Source: an optimization exercise on an open RTL-to-GDS flow (aim: small area, a short achievable clock period and few clock cycles per item). Production flows keep margins and buffers that such runs may drop. Only the layout flow was run in this run; the RTL was not checked for function there.

$ cat flow/design.v
package rv32i_types;
    typedef enum logic [1:0] {  
        rs1_out  = 2'b00,
        pc_out   = 2'b01,
	    no_out   = 2'b10
    } alu_m1_sel_t;
    typedef enum logic [1:0] {  
        rs2_out  = 2'b00,
        imm_out  = 2'b01,
	    four_out = 2'b10
    } alu_m2_sel_t;
    typedef enum logic [1:0] { 
        empty = 2'b00,
        rob_wait = 2'b01,
        done = 2'b10,
        donex2 = 2'b11
    } status_t;
    typedef enum logic [2:0] {
        alu   = 3'b000,
        mul   = 3'b001,   
        br    = 3'b010,
        mem   = 3'b011,
        none  = 3'b100
    } types_t;
    typedef struct packed {
        logic [31:0] addr;
        logic [31:0] wdata;
        logic [3:0]  wmask;
        logic valid;
    } store_buffer_entry; 
    typedef enum logic [1:0] {
        IDLE = 2'b00,
        BUSY = 2'b01,
        COMPLETE = 2'b10,
        WAIT_STORE = 2'b11
    } status_rs_t;
    typedef enum logic [6:0] {
        op_b_lui       = 7'b0110111,  
        op_b_auipc     = 7'b0010111,  
        op_b_jal       = 7'b1101111,  
        op_b_jalr      = 7'b1100111,  
        op_b_br        = 7'b1100011,  
        op_b_load      = 7'b0000011,  
        op_b_store     = 7'b0100011,  
        op_b_imm       = 7'b0010011,  
        op_b_reg       = 7'b0110011   
    } rv32i_opcode;
    typedef enum logic [2:0] {
        arith_f3_add   = 3'b000,  
        arith_f3_sll   = 3'b001,
        arith_f3_slt   = 3'b010,
        arith_f3_sltu  = 3'b011,
        arith_f3_xor   = 3'b100,
        arith_f3_sr    = 3'b101,  
        arith_f3_or    = 3'b110,
        arith_f3_and   = 3'b111
    } arith_f3_t;
    typedef enum logic [3:0] {
        alu_op_add     = 4'b0000,
        alu_op_sll     = 4'b0001,
        alu_op_sra     = 4'b0010,
        alu_op_sub     = 4'b0011,
        alu_op_xor     = 4'b0100,
        alu_op_srl     = 4'b0101,
        alu_op_or      = 4'b0110,
        alu_op_and     = 4'b0111,
        alu_op_slt     = 4'b1000,
        alu_op_sltu    = 4'b1001,
	    alu_op_none    = 4'b1010
    } alu_ops;
    typedef enum logic [2:0] { 
        mult_op_mul    = 3'b000,
        mult_op_mulh   = 3'b001,
        mult_op_mulhsu = 3'b010,
        mult_op_mulhu  = 3'b011,
        mult_op_div    = 3'b100,
        mult_op_divu   = 3'b101,
        mult_op_rem    = 3'b110,
        mult_op_remu   = 3'b111
    } mult_ops;
    typedef enum logic [2:0] {
        branch_f3_beq  = 3'b000,
        branch_f3_bne  = 3'b001,
        branch_f3_blt  = 3'b100,
        branch_f3_bge  = 3'b101,
        branch_f3_bltu = 3'b110,
        branch_f3_bgeu = 3'b111
    } branch_f3_t;
    typedef enum logic [2:0] {  
        mem_op_none  = 3'b000,
        mem_op_b     = 3'b001,
        mem_op_bu    = 3'b010,
        mem_op_h     = 3'b011,
        mem_op_hu    = 3'b100,
        mem_op_w     = 3'b101
    } mem_ops;
    typedef struct packed {
        logic   [31:0]      inst;
        logic   [31:0]      pc;
        logic   [63:0]      order;
    	logic         	    valid;
        logic prediction;
    } if_id_stage_reg_t;
    typedef enum logic [1:0] {
        q0 = 2'b00, 
        q1 = 2'b01, 
        q2 = 2'b10,
        q_none = 2'b11
    } rv32i_opcode_c;
    typedef struct packed {
        logic   [15:0]      inst;
    	logic         	    valid;
        rv32i_opcode_c      opcode;
        logic   [11:0]      imm;         
        logic   [4:0]       rd_addr;
        logic   [4:0]       rs1_addr;
        logic   [4:0]       rs2_addr;
        logic   [1:0]       funct2;
        logic   [2:0]       funct3;      
        logic   [3:0]       funct4;
        logic   [5:0]       funct6;
        logic   [2:0]       rd_offset;   
        logic   [2:0]       rs1_offset; 
        logic   [2:0]       rs2_offset; 
        logic use_rs1;
        logic use_rs2;   
    } rvc_t;
    typedef struct packed {
        logic   [31:0]      inst;
        logic   [31:0]      pc;
        logic   [63:0]      order;
    	logic         	    valid;
        logic   [6:0]       opcode;
        logic   [2:0]       funct3;
        logic   [6:0]       funct7;
        logic [4:0]         rd_addr;
        logic [4:0]         rd_rob_idx;
        logic [4:0]         rs1_addr;
        logic [4:0]         rs2_addr;
        logic [4:0]         rs1_rob_idx;
        logic [4:0]         rs2_rob_idx;
        logic [31:0]        imm;
	    logic               regf_we;
        alu_m1_sel_t        alu_m1_sel;
        alu_m2_sel_t        alu_m2_sel;
        alu_ops		        aluop;
        mult_ops            multop;
        branch_f3_t         brop;
        mem_ops             memop;  
        logic [31:0] mem_addr;
        logic [3:0]  mem_rmask;
        logic [3:0]  mem_wmask;
        logic [31:0] mem_rdata;
        logic [31:0] mem_wdata;
        types_t             op_type;
        logic use_rs1;
        logic use_rs2;
        logic prediction;
    } id_dis_stage_reg_t;
    typedef struct packed {
        logic           valid;
        logic   [31:0]  pc;
        logic   [63:0]  order;
        logic   [31:0]  inst;
        logic   [6:0]   opcode;
        logic   [4:0]   rd_addr;
        logic   [4:0]   rs1_addr;
        logic   [4:0]   rs2_addr;
        logic   [31:0]  rs1_data;
        logic           rs1_ready;
        logic   [31:0]  rs2_data;
        logic           rs2_ready;
        logic   [31:0]  imm_sext;
        logic           regf_we;
        alu_m1_sel_t    alu_m1_sel;
        alu_m2_sel_t    alu_m2_sel;
        types_t         op_type;
        alu_ops         aluop;
        mult_ops        multop;
        branch_f3_t     brop;
        mem_ops         memop;
        logic [3:0]     mem_rmask;
        logic [3:0]     mem_wmask;
        logic [4:0]     rs1_rob_idx;
        logic [4:0]     rs2_rob_idx;
        logic [4:0]     rd_rob_idx;
        logic [31:0]    pc_new;
        status_rs_t     status;
        logic           prediction;
    } reservation_station_t;
    typedef struct packed {
        logic           valid;
        status_t        status;
        types_t         op_type;
        logic   [4:0]   rd_addr;
        logic   [31:0]  rd_data;
        logic   [4:0]   rd_rob_idx;
        logic           rd_valid;
        logic           regf_we;
        logic [31:0] pc;
        logic [31:0] inst;
        logic [4:0] rs1_addr;
        logic [4:0] rs2_addr;
        logic [31:0] rs1_data;
        logic [31:0] rs2_data;
        logic br_en;
        logic [31:0] pc_new;
        logic [31:0] mem_addr;
        logic [3:0]  mem_rmask;
        logic [3:0]  mem_wmask;
        logic [31:0] mem_rdata;
        logic [31:0] mem_wdata;
        logic prediction;
    } rob_entry_t;
    typedef struct packed {
        logic   [31:0]  data;
        logic           ready;
        logic   [4:0]   rob_idx;
    } rat_arf_entry_t;
    typedef struct packed {
        logic           valid;
        logic   [31:0]  pc;
        logic   [31:0]  inst;
        logic   [4:0]   rd_addr;
        logic   [4:0]   rs1_addr;
        logic   [4:0]   rs2_addr;
        logic           regf_we;
        logic   [4:0]   rd_rob_idx;
        logic   [31:0]  rd_data;    
        logic [31:0]     pc_new;
        logic           br_en;
        logic [31:0] mem_addr;
        logic [3:0]  mem_rmask;
        logic [3:0]  mem_wmask;
        logic [31:0] mem_rdata;
        logic [31:0] mem_wdata;
        logic prediction;
    } to_writeback_t;
    typedef enum logic [2:0] {
        load_f3_lb     = 3'b000,
        load_f3_lh     = 3'b001,
        load_f3_lw     = 3'b010,
        load_f3_lbu    = 3'b100,
        load_f3_lhu    = 3'b101
    } load_f3_t;
    typedef enum logic [2:0] {
        store_f3_sb    = 3'b000,
        store_f3_sh    = 3'b001,
        store_f3_sw    = 3'b010
    } store_f3_t;
    typedef enum logic [6:0] {
        base           = 7'b0000000,
        mult           = 7'b0000001,
        variant        = 7'b0100000
    } funct7_t;
    typedef struct packed {
        logic        alu_valid;  
        logic [31:0] alu_data; 
        logic [4:0]  alu_rob_idx;
        logic [4:0]  alu_rd_addr;  
        logic        mul_valid;  
        logic [31:0] mul_data; 
        logic [4:0]  mul_rob_idx;
        logic [4:0]  mul_rd_addr;  
        logic        br_valid;      
        logic        br_en;   
        logic [31:0] br_data; 
        logic [4:0]  br_rob_idx;
        logic [4:0]  br_rd_addr; 
        logic        mem_valid; 
        logic [31:0] mem_data; 
        logic [4:0]  mem_rob_idx;
        logic [4:0]  mem_rd_addr;  
        logic        regf_we;   
        logic [31:0] commit_data; 
        logic [4:0]  commit_rob_idx;
        logic [4:0]  commit_rd_addr;
        logic [4:0]  rs1_addr;
        logic [4:0]  rs2_addr;
        logic [31:0] rs1_data;
        logic [31:0] rs2_data;
        logic [31:0] inst;
        logic [31:0] pc;
        logic [31:0] pc_new;
        logic        flush;
        logic [31:0] mem_addr;
        logic [3:0]  mem_rmask;
        logic [3:0]  mem_wmask;
        logic [31:0] mem_rdata;
        logic [31:0] mem_wdata;
        logic prediction;
    } cdb;
    typedef union packed {
        logic [31:0] word;
        struct packed {
            logic [11:0] i_imm;
            logic [4:0]  rs1;
            logic [2:0]  funct3;
            logic [4:0]  rd;
            rv32i_opcode opcode;
        } i_type;
        struct packed {
            logic [6:0]  funct7;
            logic [4:0]  rs2;
            logic [4:0]  rs1;
            logic [2:0]  funct3;
            logic [4:0]  rd;
            rv32i_opcode opcode;
        } r_type;
        struct packed {
            logic [11:5] imm_s_top;
            logic [4:0]  rs2;
            logic [4:0]  rs1;
            logic [2:0]  funct3;
            logic [4:0]  imm_s_bot;
            rv32i_opcode opcode;
        } s_type;
        struct packed {
            logic [11:5] imm_b_top;
            logic [4:0]  rs2;
            logic [4:0]  rs1;
            logic [2:0]  funct3;
            logic [4:0]  imm_b_bot;
            rv32i_opcode opcode;
        } b_type;
        struct packed {
            logic [31:12] imm;
            logic [4:0]   rd;
            rv32i_opcode  opcode;
        } j_type;
    } instr_t;
endpackage : rv32i_types
module DW_mult_seq #(
    parameter a_width     = 8,
    parameter b_width     = 8,
    parameter tc_mode     = 0,
    parameter num_cyc     = 3,
    parameter early_start = 0
)(
    input  logic                         clk,
    input  logic                         rst_n,
    input  logic                         hold,
    input  logic                         start,
    input  logic [a_width-1:0]           a,
    input  logic [b_width-1:0]           b,
    output logic                         complete,
    output logic [a_width+b_width-1:0]   product
);
    localparam STEP = (b_width + num_cyc - 1) / num_cyc;
    localparam BW   = STEP * num_cyc;
    localparam CW   = $clog2(num_cyc + 1);
    logic [a_width-1:0]      ma;
    logic [BW-1:0]           mb;
    logic                    neg;
    logic [a_width+BW-1:0]   acc;
    logic [CW-1:0]           cnt;
    logic                    a_neg, b_neg;
    logic [a_width-1:0]      a_mag;
    logic [b_width-1:0]      b_mag;
    logic [a_width+BW-1:0]   acc_neg;
    assign a_neg = (tc_mode != 0) && a[a_width-1];
    assign b_neg = (tc_mode != 0) && b[b_width-1];
    assign a_mag = a_neg ? (~a + 1'b1) : a;
    assign b_mag = b_neg ? (~b + 1'b1) : b;
    always_ff @(posedge clk) begin
        if (!rst_n) begin
            cnt <= CW'(num_cyc);
        end else if (start) begin
            ma  <= a_mag;
            mb  <= BW'(b_mag);
            neg <= a_neg ^ b_neg;
            acc <= '0;
            cnt <= '0;
        end else if (cnt != CW'(num_cyc)) begin
            acc <= (acc << STEP) + (a_width+BW)'(ma * mb[BW-1 -: STEP]);
            mb  <= mb << STEP;
            cnt <= cnt + 1'b1;
        end
    end
    assign acc_neg  = ~acc + 1'b1;
    assign complete = (cnt == CW'(num_cyc));
    assign product  = neg ? acc_neg[a_width+b_width-1:0] : acc[a_width+b_width-1:0];
endmodule
module DW_div_seq #(
    parameter a_width     = 8,
    parameter b_width     = 8,
    parameter tc_mode     = 0,
    parameter num_cyc     = 3,
    parameter early_start = 0
)(
    input  logic                 clk,
    input  logic                 rst_n,
    input  logic                 hold,
    input  logic                 start,
    input  logic [a_width-1:0]   a,
    input  logic [b_width-1:0]   b,
    output logic                 complete,
    output logic                 divide_by_0,
    output logic [a_width-1:0]   quotient,
    output logic [b_width-1:0]   remainder
);
    localparam STEP = (a_width + num_cyc - 1) / num_cyc;
    localparam AW   = STEP * num_cyc;
    localparam CW   = $clog2(num_cyc + 1);
    logic [AW-1:0]        q;
    logic [b_width-1:0]   d;
    logic [b_width-1:0]   r;
    logic                 neg_q, neg_r;
    logic [CW-1:0]        cnt;
    logic                 a_neg, b_neg;
    logic [a_width-1:0]   a_mag;
    logic [b_width-1:0]   b_mag;
    logic [AW-1:0]        q_next;
    logic [b_width-1:0]   r_next;
    logic [b_width:0]     r_shift;
    assign a_neg = (tc_mode != 0) && a[a_width-1];
    assign b_neg = (tc_mode != 0) && b[b_width-1];
    assign a_mag = a_neg ? (~a + 1'b1) : a;
    assign b_mag = b_neg ? (~b + 1'b1) : b;
    always_comb begin
        q_next = q;
        r_next = r;
        for (int i = 0; i < STEP; i++) begin
            r_shift = {r_next, q_next[AW-1]};
            q_next  = q_next << 1;
            if (r_shift >= {1'b0, d}) begin
                r_shift   = r_shift - {1'b0, d};
                q_next[0] = 1'b1;
            end
            r_next = r_shift[b_width-1:0];
        end
    end
    always_ff @(posedge clk) begin
        if (!rst_n) begin
            cnt <= CW'(num_cyc);
        end else if (start) begin
            q           <= AW'(a_mag);
            d           <= b_mag;
            r           <= '0;
            neg_q       <= a_neg ^ b_neg;
            neg_r       <= a_neg;
            divide_by_0 <= (b == '0);
            cnt         <= '0;
        end else if (cnt != CW'(num_cyc)) begin
            q   <= q_next;
            r   <= r_next;
            cnt <= cnt + 1'b1;
        end
    end
    assign complete  = (cnt == CW'(num_cyc));
    assign quotient  = neg_q ? (~q[a_width-1:0] + 1'b1) : q[a_width-1:0];
    assign remainder = neg_r ? (~r + 1'b1) : r;
endmodule
module DW_mult_inst #(
    parameter A_width = 8,
    parameter B_width = 8,
    parameter tc_mode = 1
)( 
    input  logic clk,
    input  logic rst,
    input  logic [A_width-1 : 0] inst_A, 
    input  logic [B_width-1 : 0] inst_B, 
    output logic [A_width+B_width-1 : 0] PRODUCT_inst,
    input  logic start,
    output logic complete
);
    DW_mult_seq #(
        .a_width(A_width), 
        .b_width(B_width),
        .tc_mode(tc_mode),
        .num_cyc(8),
        .early_start(0)
    ) mult_seq_isnt (
        .clk(clk),
        .rst_n(~rst),
        .hold(1'b0),
        .start(start),
        .a(inst_A),
        .b(inst_B),
        .complete(complete),
        .product(PRODUCT_inst)
    );
endmodule
module DW_div_inst #(
    parameter width    = 8,
    parameter tc_mode  = 0
)(
    input  logic clk,
    input  logic rst,
    input  logic [width-1 : 0] inst_A,
    input  logic [width-1 : 0] inst_B,
    output logic [width-1 : 0] quotient,
    output logic [width-1 : 0] remainder,
    output logic divide_by_0,
    input  logic start,
    output logic complete
);
    DW_div_seq #(
        .a_width(width), 
        .b_width(width),
        .tc_mode(tc_mode),
        .num_cyc(8),
        .early_start(0)
    ) div_seq_isnt (
        .clk(clk),
        .rst_n(~rst),
        .hold(1'b0),
        .start(start),
        .a(inst_A),
        .b(inst_B),
        .complete(complete),
        .divide_by_0(divide_by_0),
        .quotient(quotient),
        .remainder(remainder)
    );
endmodule
module mul_unit 
(
    input  logic            clk,
    input  logic            rst,
    input  rv32i_types::reservation_station_t next_execute,
    output rv32i_types::to_writeback_t   execute_output
);
    logic [4:0] start;
    logic [4:0] done;
    logic [31:0] a_mul, b_mul;
    logic [63:0] product_mul_u, product_mul_s;
    logic [65:0] product_mul_su;
    logic [31:0] a_div_u, b_div_u, a_div_s, b_div_s;
    logic [31:0] quotient_u, quotient_s;
    logic [31:0] remainder_u, remainder_s;
    logic        div_by_0_u, div_by_0_s;
    logic div_overflow_s;
    logic new_inst;
    rv32i_types::mult_ops mult_op_running;
    logic [31:0] prev_pc;
    logic [2:0]  module_idx;
    logic [4:0]  prev_rd_rob_idx;
    assign div_overflow_s = (a_div_s == 32'h80000000) && (b_div_s == 32'hFFFFFFFF);
    assign new_inst = next_execute.valid && (prev_pc != next_execute.pc || prev_rd_rob_idx != next_execute.rd_rob_idx);
    DW_mult_inst #(32, 32, 1) multiply_signed (
        .clk(clk), .rst(rst),
        .start(start[0]), .complete(done[0]),
        .inst_A(a_mul), .inst_B(b_mul), 
        .PRODUCT_inst(product_mul_s)
    );
    DW_mult_inst #(32, 32, 0) multiply_unsigned (
        .clk(clk), .rst(rst),
        .start(start[1]), .complete(done[1]),
        .inst_A(a_mul), .inst_B(b_mul), 
        .PRODUCT_inst(product_mul_u)
    );  
    DW_mult_inst #(33, 33, 1) multiply_su ( 
        .clk(clk), .rst(rst), 
        .start(start[2]), .complete(done[2]),
        .inst_A({a_mul[31], a_mul}), .inst_B({1'b0, b_mul}), 
        .PRODUCT_inst(product_mul_su)
    );
    DW_div_inst  #(32, 1) divide_signed (
        .clk(clk), .rst(rst),
        .start(start[3]), .complete(done[3]),
        .inst_A(a_div_s), .inst_B(b_div_s), 
        .quotient(quotient_s), .remainder(remainder_s), 
        .divide_by_0(div_by_0_s)
    );
    DW_div_inst  #(32, 0) divide_unsigned(
        .clk(clk), .rst(rst),
        .start(start[4]), .complete(done[4]),
        .inst_A(a_div_u), .inst_B(b_div_u), 
        .quotient(quotient_u), .remainder(remainder_u), 
        .divide_by_0(div_by_0_u)
    );
    always_comb begin : module_select
        unique case (next_execute.multop)
            rv32i_types::mult_op_mul, rv32i_types::mult_op_mulh: module_idx = 3'd0;
            rv32i_types::mult_op_mulhu: module_idx = 3'd1;
            rv32i_types::mult_op_mulhsu: module_idx = 3'd2;
            rv32i_types::mult_op_div, rv32i_types::mult_op_rem: module_idx = 3'd3;
            rv32i_types::mult_op_divu, rv32i_types::mult_op_remu: module_idx = 3'd4;
        endcase
    end
    always_ff @(posedge clk ) begin
        if (rst) begin
            execute_output <= '0;
            mult_op_running <= rv32i_types::mult_op_mul;
            prev_pc <= 32'd0;
            start <= '0;
        end else begin
            prev_pc <= next_execute.pc;
            prev_rd_rob_idx <= next_execute.rd_rob_idx;
            unique case (next_execute.status)
                rv32i_types::BUSY: begin
                    if (new_inst) begin
                        execute_output.valid <= 1'b0;            
                        execute_output.pc <= next_execute.pc;
                        execute_output.inst <= next_execute.inst;
                        execute_output.rd_addr <= next_execute.rd_addr;
                        execute_output.rs1_addr <= next_execute.rs1_addr;
                        execute_output.rs2_addr <= next_execute.rs2_addr;
                        execute_output.regf_we <= next_execute.regf_we;
                        execute_output.rd_rob_idx <= next_execute.rd_rob_idx;
                        execute_output.rd_data <= '0; 
                        mult_op_running <= next_execute.multop;
                        start[module_idx] <= 1'b1;
                        unique case (next_execute.multop)
                            rv32i_types::mult_op_mul, rv32i_types::mult_op_mulh, rv32i_types::mult_op_mulhsu, rv32i_types::mult_op_mulhu:   begin 
                                a_mul <= next_execute.rs1_data;   
                                b_mul <= next_execute.rs2_data;
                            end
                            rv32i_types::mult_op_div, rv32i_types::mult_op_rem: begin
                                a_div_s <= next_execute.rs1_data;   
                                b_div_s <= next_execute.rs2_data;
                            end
                            rv32i_types::mult_op_divu, rv32i_types::mult_op_remu:  begin
                                a_div_u <= next_execute.rs1_data;   
                                b_div_u <= next_execute.rs2_data;
                            end
                        endcase
                    end
                    else if (start[module_idx] == 1'b1) begin
                        start[module_idx] <= 1'b0;
                    end
                    else if (done[module_idx]) begin
                        unique case (mult_op_running)
                            rv32i_types::mult_op_mul:    execute_output.rd_data <= product_mul_s [31:0]; 
                            rv32i_types::mult_op_mulh:   execute_output.rd_data <= product_mul_s [63:32]; 
                            rv32i_types::mult_op_mulhsu: execute_output.rd_data <= product_mul_su[63:32]; 
                            rv32i_types::mult_op_mulhu:  execute_output.rd_data <= product_mul_u [63:32]; 
                            rv32i_types::mult_op_div: begin
                                if (div_by_0_s)
                                    execute_output.rd_data <= 32'hFFFFFFFF;
                                else if (div_overflow_s)
                                    execute_output.rd_data <= 32'h80000000;
                                else execute_output.rd_data <= quotient_s;
                            end
                            rv32i_types::mult_op_divu: begin 
                                if (div_by_0_u)
                                    execute_output.rd_data <= 32'hFFFFFFFF;
                                else execute_output.rd_data <= quotient_u;
                            end
                            rv32i_types::mult_op_rem: begin 
                                if (div_by_0_s)
                                    execute_output.rd_data <= a_div_s;
                                else if (div_overflow_s)
                                    execute_output.rd_data <= 32'h0;
                                else execute_output.rd_data <= remainder_s; 
                            end
                            rv32i_types::mult_op_remu:  begin 
                                if (div_by_0_u)
                                    execute_output.rd_data <= a_div_u;
                                else execute_output.rd_data <= remainder_u; 
                            end
                        endcase
                        execute_output.valid <= 1'b1; 
                    end
                end 
                rv32i_types::IDLE: begin
                    execute_output.valid <= 1'b0;                  
                end
                rv32i_types::COMPLETE: begin
                    execute_output.valid <= 1'b0;                  
                end
                default: ;
            endcase
        end 
    end
endmodule
module mdu_top
(
    input  logic         clk,
    input  logic         rst,
    input  logic         in_valid,
    input  logic [2:0]   in_op,
    input  logic [31:0]  in_rs1,
    input  logic [31:0]  in_rs2,
    input  logic [31:0]  in_pc,
    input  logic [31:0]  in_inst,
    input  logic [4:0]   in_rd_addr,
    input  logic [4:0]   in_rs1_addr,
    input  logic [4:0]   in_rs2_addr,
    input  logic         in_regf_we,
    input  logic [4:0]   in_rob_idx,
    output logic         out_valid,
    output logic [31:0]  out_rd_data,
    output logic [31:0]  out_pc,
    output logic [31:0]  out_inst,
    output logic [4:0]   out_rd_addr,
    output logic [4:0]   out_rs1_addr,
    output logic [4:0]   out_rs2_addr,
    output logic         out_regf_we,
    output logic [4:0]   out_rob_idx
);
    rv32i_types::reservation_station_t next_execute;
    rv32i_types::to_writeback_t        execute_output;
    always_comb begin
        next_execute            = '0;
        next_execute.valid      = in_valid;
        next_execute.status     = in_valid ? rv32i_types::BUSY : rv32i_types::IDLE;
        next_execute.op_type    = rv32i_types::mul;
        next_execute.multop     = rv32i_types::mult_ops'(in_op);
        next_execute.rs1_data   = in_rs1;
        next_execute.rs2_data   = in_rs2;
        next_execute.rs1_ready  = 1'b1;
        next_execute.rs2_ready  = 1'b1;
        next_execute.pc         = in_pc;
        next_execute.inst       = in_inst;
        next_execute.rd_addr    = in_rd_addr;
        next_execute.rs1_addr   = in_rs1_addr;
        next_execute.rs2_addr   = in_rs2_addr;
        next_execute.regf_we    = in_regf_we;
        next_execute.rd_rob_idx = in_rob_idx;
    end
    mul_unit mul_inst (
        .clk            (clk),
        .rst            (rst),
        .next_execute   (next_execute),
        .execute_output (execute_output)
    );
    assign out_valid    = execute_output.valid;
    assign out_rd_data  = execute_output.rd_data;
    assign out_pc       = execute_output.pc;
    assign out_inst     = execute_output.inst;
    assign out_rd_addr  = execute_output.rd_addr;
    assign out_rs1_addr = execute_output.rs1_addr;
    assign out_rs2_addr = execute_output.rs2_addr;
    assign out_regf_we  = execute_output.regf_we;
    assign out_rob_idx  = execute_output.rd_rob_idx;
endmodule
$ cat flow/constraint.sdc
create_clock -name core_clock -period 13.0 [get_ports {clk}]
set_input_delay 2.6000 -clock core_clock [delete_from_list [all_inputs] [get_ports {clk}]]
set_output_delay 2.6000 -clock core_clock [all_outputs]
set_load 0.01 [all_outputs]
$ cat flow/run.sh
#!/bin/bash
# synth_recipe.tcl (not shown) runs the flow's synth.tcl, then flattens the netlist and writes it again
# the make line also repeats each setting of config.mk as NAME=value (left out here)
make -C /OpenROAD-flow-scripts/flow DESIGN_CONFIG=/design/flow/config.mk WORK_HOME=/design/flow/orfs CLKGATE_MAP_FILE= SYNTH_SCRIPT=/design/flow/synth_recipe.tcl finish
$ cat flow/config.mk
export PLATFORM = sky130hd
export DESIGN_NAME = mdu_top
export DESIGN_NICKNAME = mdu_top
export VERILOG_FILES = /design/flow/design.v
export SDC_FILE = /design/flow/constraint.sdc
export NUM_CORES = 4
export LEC_CHECK = 0
export CAP_MARGIN = 30
export CORE_MARGIN = 2
export CORE_UTILIZATION = 40
export SLEW_MARGIN = 30
==> run summary <==
[flip-flops by register name, summed over array words and instances (netlist names), 33 cells and up, named ones only]
| register | cells |
|---|---|
| mul_inst.execute_output | 118 |
| mul_inst.multiply_signed.mult_seq_isnt.acc | 64 |
| mul_inst.multiply_su.mult_seq_isnt.acc | 64 |
| mul_inst.multiply_unsigned.mult_seq_isnt.acc | 64 |
| mul_inst.multiply_su.mult_seq_isnt.mb | 40 |
| mul_inst.multiply_su.mult_seq_isnt.ma | 33 |
[final cells by class]
class | count | share of cell area [%]
antenna | 9 | 0.02597
clock buffer | 140 | 3.523
clock inverter | 75 | 1.027
inverter | 424 | 1.835
multi-input combinational | 6055 | 51.36
sequential | 966 | 31.41
tap | 2480 | 3.578
timing repair buffer | 718 | 7.242
[synth_stat cells, drive strengths merged (14+ instances only)]
library cell / number / area [µm²]
o21a: 67 / 503.0
a211o: 14 / 122.6
and3: 56 / 350.3
fa: 255 / 5105
a211oi: 60 / 450.4
nand4: 82 / 513.0
dfxtp: 178 / 3563
nand2: 688 / 2585
a22oi: 29 / 217.7
or3: 79 / 494.2
o221ai: 23 / 201.4
xor2: 338 / 2960
nor2: 679 / 2549
nand3: 106 / 530.5
ha: 468 / 5856
o31ai: 99 / 743.2
a31oi: 37 / 231.5
nand3b: 15 / 112.6
a21oi: 590 / 2953
mux2i: 162 / 1622
o21bai: 52 / 390.4
o41ai: 49 / 447.9
a221oi: 31 / 277.8
and4: 15 / 131.4
o211ai: 23 / 172.7
or4: 61 / 473.0
a21o: 225 / 1689
o21ai: 427 / 2137
nor2b: 112 / 703.2
clkbuf: 274 / 1030
mux2: 180 / 2027
and2: 177 / 1107
edfxtp: 788 / 23660
buf: 35 / 143.9
nand2b: 88 / 558.0
nor4: 54 / 367.9
inv: 423 / 1588
nor3: 123 / 615.6
xnor2: 386 / 3381
o22ai: 20 / 125.1
or2: 27 / 168.9
[worst max-delay path, delay by kind of cell, from the launching register on]
| family | cells | cell delay [ns] |
|---|---|---|
| AOI/OAI and AO/OA | 28 | 5.89 |
| adders and majority gates | 4 | 1.12 |
| buffers and inverters | 10 | 1.75 |
| DFF | 1 | 0.41 |
| muxes | 3 | 0.84 |
| and+or+nand+nor | 10 | 1.94 |
[per-layer routing]
metal	track usage, %	routed length (µm)	up-vias
li1	-	-	28970
met1	33.37	104400	30440
met2	43.04	117800	2295
met3	4.288	17000	492
met4	13.50	14820	0
met5	0	0	-
[cells by family after synthesis]
kind of cell / share of synthesized area, %
buffers and inverters: 3.722
AO/OA/AOI/OAI: 15.95
AND/OR/NAND/NOR: 15.47
other: 0.005048
multiplexers: 4.911
adder cells (fa/ha/maj): 14.75
flip-flops: 36.65
XOR/XNOR: 8.536
[worst paths after layout]
path / slack (ns) / start / depth (start not counted) / end
max: 0.71 / mul_inst.divide_signed.div_seq_isnt.d[1] / 55 / mul_inst.divide_signed.div_seq_isnt.r[16]
min: 0.44 / mul_inst.b_div_u[6] / 0 / mul_inst.divide_unsigned.div_seq_isnt.d[6]
max reg2reg: 0.71 / mul_inst.divide_signed.div_seq_isnt.d[1] / 55 / mul_inst.divide_signed.div_seq_isnt.r[16]
min reg2reg: 0.44 / mul_inst.b_div_u[6] / 0 / mul_inst.divide_unsigned.div_seq_isnt.d[6]
[repair_timing]
action,4_1_cts,5_1_grt
buffers inserted,4,2
hold endpoints to repair,0,0
resized for setup,0,14
endpoints found under the setup margin,15,55
==> flow_summary_export.csv <==
group,metric,value,unit
run_status,status,"timing/DRC/antenna clean",
global_routing,grt_pass1_wl,383400,µm
layout,final_core_util,46.87,%
timing,hold_viol,0,
setup_path,path_class,"flip-flop to flip-flop",
clock_tree,insertion_delay,0.81,ns
die,die_area,0.1892,mm²
placed_design,post-place-ws,0.1053,ns
placed_design,gp_congestion,1.013,
timing,fin_hold_ws,0.4388,ns
global_routing,grt-ovfl-total,0,
setup_path,crit_fanout,14,
routing,drcViolationCount,0,
timing,slew_headroom,27.19,%
clock_tree,cts_tree,"done",
clock_tree,cts_buffers,114,
layout,fill_cells,17650,
setup_path,critPathLaunchType,"flip-flop",
layout,layout.nets,9157,
routing,antenna_left,0,
synthesis,syn_nets,8632,
timing,max_freq,0.08137,GHz
die,die_height,435.0,µm
timing,drv_slew,0,
clock_tree,htreeDepth,3,
timing,min_period,12.29,ns
synthesis,synthFlopType,"edfxtp_1",
synthesis,synth_cell_types,89,
setup_path,cp.required,13.51,ns
setup_path,crit_arrival,12.80,ns
global_routing,antenna_found_initial,10,
global_routing,grt_max_degree,75,
layout,final_common_cell,"edfxtp_1",
synthesis,synth_edf_count,788,
placed_design,placed_area,0.08258,mm²
layout,layout_common_cells,"edfxtp_1 (788), nand2_1 (685), nor2_1 (671), a21oi_1 (585), ha_1 (468)",
timing,fin_skew,0.05176,ns
synthesis,avgSynthCellArea,9.581,µm²
routing,vias_per_cell,5.723,
layout,area_growth,16.75,%
layout,stdcell_count,10870,
timing,rsz0062_at_grt,"false",
routing,initialDrtViolationCount,5621,
timing,setup_tns,0,ns
placed_design,dp_cells,10630,
die,rows,158,
global_routing,grtUsageTotal,26.26,%
setup_path,cp_common_cell,"buf_4",
layout,layout-drive-gt1-share,10.86,%
routing,vias,62200,
timing,finalSetupViolCount,0,
setup_path,crit_path_max_incr_delay,0.45,ns
synthesis,synth_cells,7754,
die,start_util,40.15,%
worst_hold_path,hp-class,"flip-flop to flip-flop",
placed_design,place_hpwl,197300,µm
synthesis,ys_warn_count,7,
layout,stdcell_area,0.08673,mm²
layout,multi_input_area,0.04455,mm²
setup_path,slowest_stage,"or4_1",
timing,min_period_over_period,94.54,%
global_routing,first_global_vias,61880,
clock_tree,cts-root-buf,"clkbuf_16",
routing,firstDrtPassIters,6,
synthesis,synth_seq_cells,966,
clock_tree,cts_hold_buf,0,
routing,wl,254000,µm
placed_design,io_buffers,272,
synthesis,async_reset_ff_share,0,%
timing,finalWorstSetupSlack,0.7099,ns
timing,tightestPinTransition,1.092,ns
clock_tree,cts_buffer_depth,3,
clock_tree,cts.sinks,966,
synthesis,synth_sequential_area_ratio,36.65,%
die,core_area,0.1850,mm²
synthesis,syn-cell-area,0.07429,mm²
flow_run,maxCapViolations,0,
layout,seq_area,0.02724,mm²
die,ioPinCount,273,
die,die_w,435.0,µm
routing,post_drt_wl_per_cell,23.37,µm
setup_path,setup.worst_path.end_class,"flip-flop",
clock_tree,cts.reportedPaths.clkPinSlew,0.06,ns

[static timing again, ports no longer ideal]
How much do the figures lean on ideal ports? The routed layout below was timed once more, with nothing changed but the port constraints. Step 1, drivers: a clkbuf_16 drives clk and a buf_2 each remaining input, both assumed. Step 2 adds t to the input delays and takes it off the output delays; t is the mean of the earliest and latest rising clock arrival at the registers after step 1. Input paths then give back, and output paths get back, about the clock's delay inside the block. Three values: no drivers, after step 1, after step 2; two values: the first two.
t (ns): 0.872
setup WS [ns]: 0.710 / 0.710 / 0.710
worst setup path at the end: register to register
worst slew at a driven data input, ns: 0.21
After both steps this run still meets setup and hold. The setup slack of this run moves by 0.000 ns with the drivers and by 0.000 ns with both steps.
